Context: an optimization exercise on an open-source flow, tuned for small area, a short achievable clock period and few clock cycles. The choices shown serve that exercise and are no tape-out recipe. In this exercise RTL edits were held to simulation tests only and were not proved equivalent to the original. No activity file was given, so power comes from the tool's default toggle rates.

==> flow/design.v (excerpt) <==
module TopModule(input clk, rst,
  output [31:0] imem_addr,
  input  [31:0] imem_data,
  output [31:0] dmem_addr, dmem_wdata,
  output        dmem_we, dmem_re,
  input  [31:0] dmem_rdata);
clock: 26.0 ns
lec_check: 0
abc_area: 1
cap_margin: 30
core_margin: 2
core_utilization: 40
cts_cluster_diameter: 130
cts_cluster_size: 26
slew_margin: 20
standard.sh (not shown) runs the stock make flow with config.mk's settings and CLKGATE_MAP_FILE= SYNTH_SCRIPT=/design/flow/synth_recipe.tcl, a recipe that flattens the netlist after the stock synthesis.
==> flow/flow/run.sh <==
#!/bin/bash
# The standard layout (standard.sh: the standard synthesis and ORFS steps),
# with two changes to how the layout is made; the SDC is left as it is:
#  - the setup repair steps are asked for more slack than the clock period
#    needs (SETUP_SLACK_MARGIN), so they size up the critical paths;
#  - the port buffers are buf_2 cells (repair sizes them as it needs).
# make's output goes to make_finish.log; ORFS keeps each step's log under orfs/logs.
set -euo pipefail
bash standard.sh SETUP_SLACK_MARGIN=19.5 "BUFFER_PORTS_ARGS=-buffer_cell sky130_fd_sc_hd__buf_2" finish > make_finish.log 2>&1
The baseline ran to the end with no violations.
Testbench counts at the start, summed over its fixed seeds: cycles 31,878.
Then changed:
--- a/flow/flow/run.sh
+++ b/flow/flow/run.sh
@@ -9 +9 @@
-bash standard.sh SETUP_SLACK_MARGIN=19.5 "BUFFER_PORTS_ARGS=-buffer_cell sky130_fd_sc_hd__buf_2" finish > make_finish.log 2>&1
+bash standard.sh SETUP_SLACK_MARGIN=20.0 "BUFFER_PORTS_ARGS=-buffer_cell sky130_fd_sc_hd__buf_2" finish > make_finish.log 2>&1
--- a/flow/config.mk
+++ b/flow/config.mk
@@ -12,2 +12,2 @@
-export CTS_CLUSTER_DIAMETER = 130
-export CTS_CLUSTER_SIZE = 26
+export CTS_CLUSTER_DIAMETER = 120
+export CTS_CLUSTER_SIZE = 22
Effect: Global-route usage barely changes. Hold slack degrades by 0.029 ns. Sequential power is about the same. Synthesized cell count stays the same. Synthesized area does not change. Via count is lower slightly. Worst setup slack gets better by 0.097 ns. Wire length stays flat.


== v6 ==
TopModule, a different RTL version from the one above (not shown whole).
For scale: about 4400 cells after synthesis, ~760 flip-flops, roughly 0.045 mm^2 of cells after synthesis.
## TopModule
module TopModule(input clk, rst,
  output [31:0] imem_addr,
  input  [31:0] imem_data,
  output [31:0] dmem_addr, dmem_wdata,
  output        dmem_we, dmem_re,
  input  [31:0] dmem_rdata);
  reg [29:0] pc;                  
  reg        d_v;                 
  reg [31:0] d_i;                 
  reg        e_wb, e_fl, e_ld, e_st;
  reg        e_arith, e_inv, e_mem;
  reg [1:0]  e_cin, e_lop;
  reg        e_fa, e_fm;
  reg [3:0]  e_cond, e_dest;
  reg [11:0] e_off;
  reg [31:0] e_a, e_m;
  reg        m_wb, m_ld, m_st;
  reg [3:0]  m_dest;
  reg [31:0] m_res, m_wd;
  reg fN, fZ, fC, fV;
  reg [31:0] R [0:15];
  reg [15:0] rv;
  assign dmem_addr  = m_res;
  assign dmem_wdata = m_wd;
  assign dmem_we    = m_st;
  assign dmem_re    = m_ld;
  wire        w_en = m_wb | m_ld;
  wire [31:0] w_d  = m_ld ? dmem_rdata : m_res;
  assign imem_addr = {pc, 2'b00};
  wire [3:0] i_cond = d_i[31:28];
  wire [1:0] i_cls  = d_i[27:26];
  wire       i_I    = d_i[25];
  wire [3:0] i_op   = d_i[24:21];
  wire       i_S    = d_i[20];
  wire [3:0] i_rn   = d_i[19:16];
  wire [3:0] i_rd   = d_i[15:12];
  wire op_mov = i_op == 4'b1101, op_mvn = i_op == 4'b1111, op_add = i_op == 4'b0100,
       op_adc = i_op == 4'b0101, op_sub = i_op == 4'b0010, op_sbc = i_op == 4'b0110,
       op_and = i_op == 4'b0000, op_orr = i_op == 4'b1100, op_eor = i_op == 4'b0001,
       op_cmp = i_op == 4'b1010, op_tst = i_op == 4'b1000;
  wire i_dp   = i_cls == 2'b00;
  wire i_dpwb = i_dp & (op_mov | op_mvn | op_add | op_adc | op_sub | op_sbc | op_and | op_orr | op_eor);
  wire i_dpfl = i_dp & ((i_S & i_dpwb) | op_cmp | op_tst);
  wire i_mem  = (i_cls == 2'b01) & op_add;
  wire i_ld   = i_mem & i_S;
  wire i_st   = i_mem & ~i_S;
  wire i_br   = i_cls[1];
  wire [3:0] i_ms  = i_st ? i_rd : d_i[3:0];
  wire i_urn = (i_dp & (op_add | op_adc | op_sub | op_sbc | op_and | op_orr | op_eor | op_cmp | op_tst)) | i_mem;
  wire i_urm = i_dp & ~i_I & (i_dpwb | op_cmp | op_tst);
  wire i_um  = i_urm | i_st;
  reg  [31:0] rfa, rfm;
  integer k;
  always @(*) begin
    rfa = 32'd0; rfm = 32'd0;
    for (k = 0; k < 16; k = k + 1) begin
      rfa = rfa | ({32{(i_rn == k) & rv[k]}} & R[k]);
      rfm = rfm | ({32{(i_ms == k) & rv[k]}} & R[k]);
    end
  ...
clock: 26.0 ns
lec_check: 0
cap_margin: 20
core_margin: 2
core_utilization: 40
setup_slack_margin: 1.0
slew_margin: 20
run.sh (not shown) runs the stock make flow with config.mk's settings and CLKGATE_MAP_FILE= SYNTH_SCRIPT=/design/flow/synth_recipe.tcl, a recipe that flattens the netlist after the stock synthesis.
Stock flow here: none of the scripts above is used.
v6 ended with every stage complete and zero timing, DRC or antenna violations.
Testbench counts of v6, summed over its fixed seeds: cycles 32,103.
The following lists how v7 was set up differently from v6:
==> flow/flow/run.sh (new file) <==
#!/bin/bash
set -euo pipefail
bash standard.sh SETUP_SLACK_MARGIN=19.5 finish > make_finish.log 2>&1
==> flow/standard.sh (new file) <==
#!/bin/bash
# synth_recipe.tcl (not shown) runs the flow's synth.tcl, then flattens the netlist and writes it again
# the make line also repeats each setting of config.mk as NAME=value (left out here)
make -C /OpenROAD-flow-scripts/flow DESIGN_CONFIG=/design/flow/config.mk WORK_HOME=/design/flow/orfs CLKGATE_MAP_FILE= SYNTH_SCRIPT=/design/flow/synth_recipe.tcl "${@:-finish}"
removed: flow/run.sh
### Flow results
[compare] base=v6 new=v7: final worst setup slack saw an increase; met1 layer usage reported by global route saw an increase; area of the multi-input gates saw little to no change; area added between synthesis and finish saw an increase; length of routed wiring on met1 saw an increase.
| post-detailed-placement half-perimeter wirelength | lower: v6 |
v7 vs. v6: total power went up by about 1.1%.

==> separate check: timing with driven ports <==
The results above use ideal ports. As a check the final layouts listed here were re-extracted and re-timed, cells and wires unchanged. Step 1: set_driving_cell puts a clkbuf_16 on clk and a buf_2 on each other input, an assumption about the parent block. Step 2 also shifts input and output timing later by t, the mid clock arrival at the registers, as if the neighbouring blocks saw the same clock. Slacks: no drivers / after step 1 / after step 2; pairs: no drivers / after step 1.
run	t (ns)	setup slack, ns	worst data-port slew with drivers (ns)
the first run of note 1	0.753	19.485 / 19.413 / 19.408	0.12
the second run of note 1	0.697	19.582 / 19.509 / 19.419	0.12
v6	0.774	18.806 / 18.732 / 19.338	0.09
v7	0.767	19.513 / 19.429 / 19.228	0.11
After both steps setup and hold are still met in every run listed. For v7, which loses most, drivers alone change the setup slack by -0.084 ns; drivers and shift together by -0.285 ns.
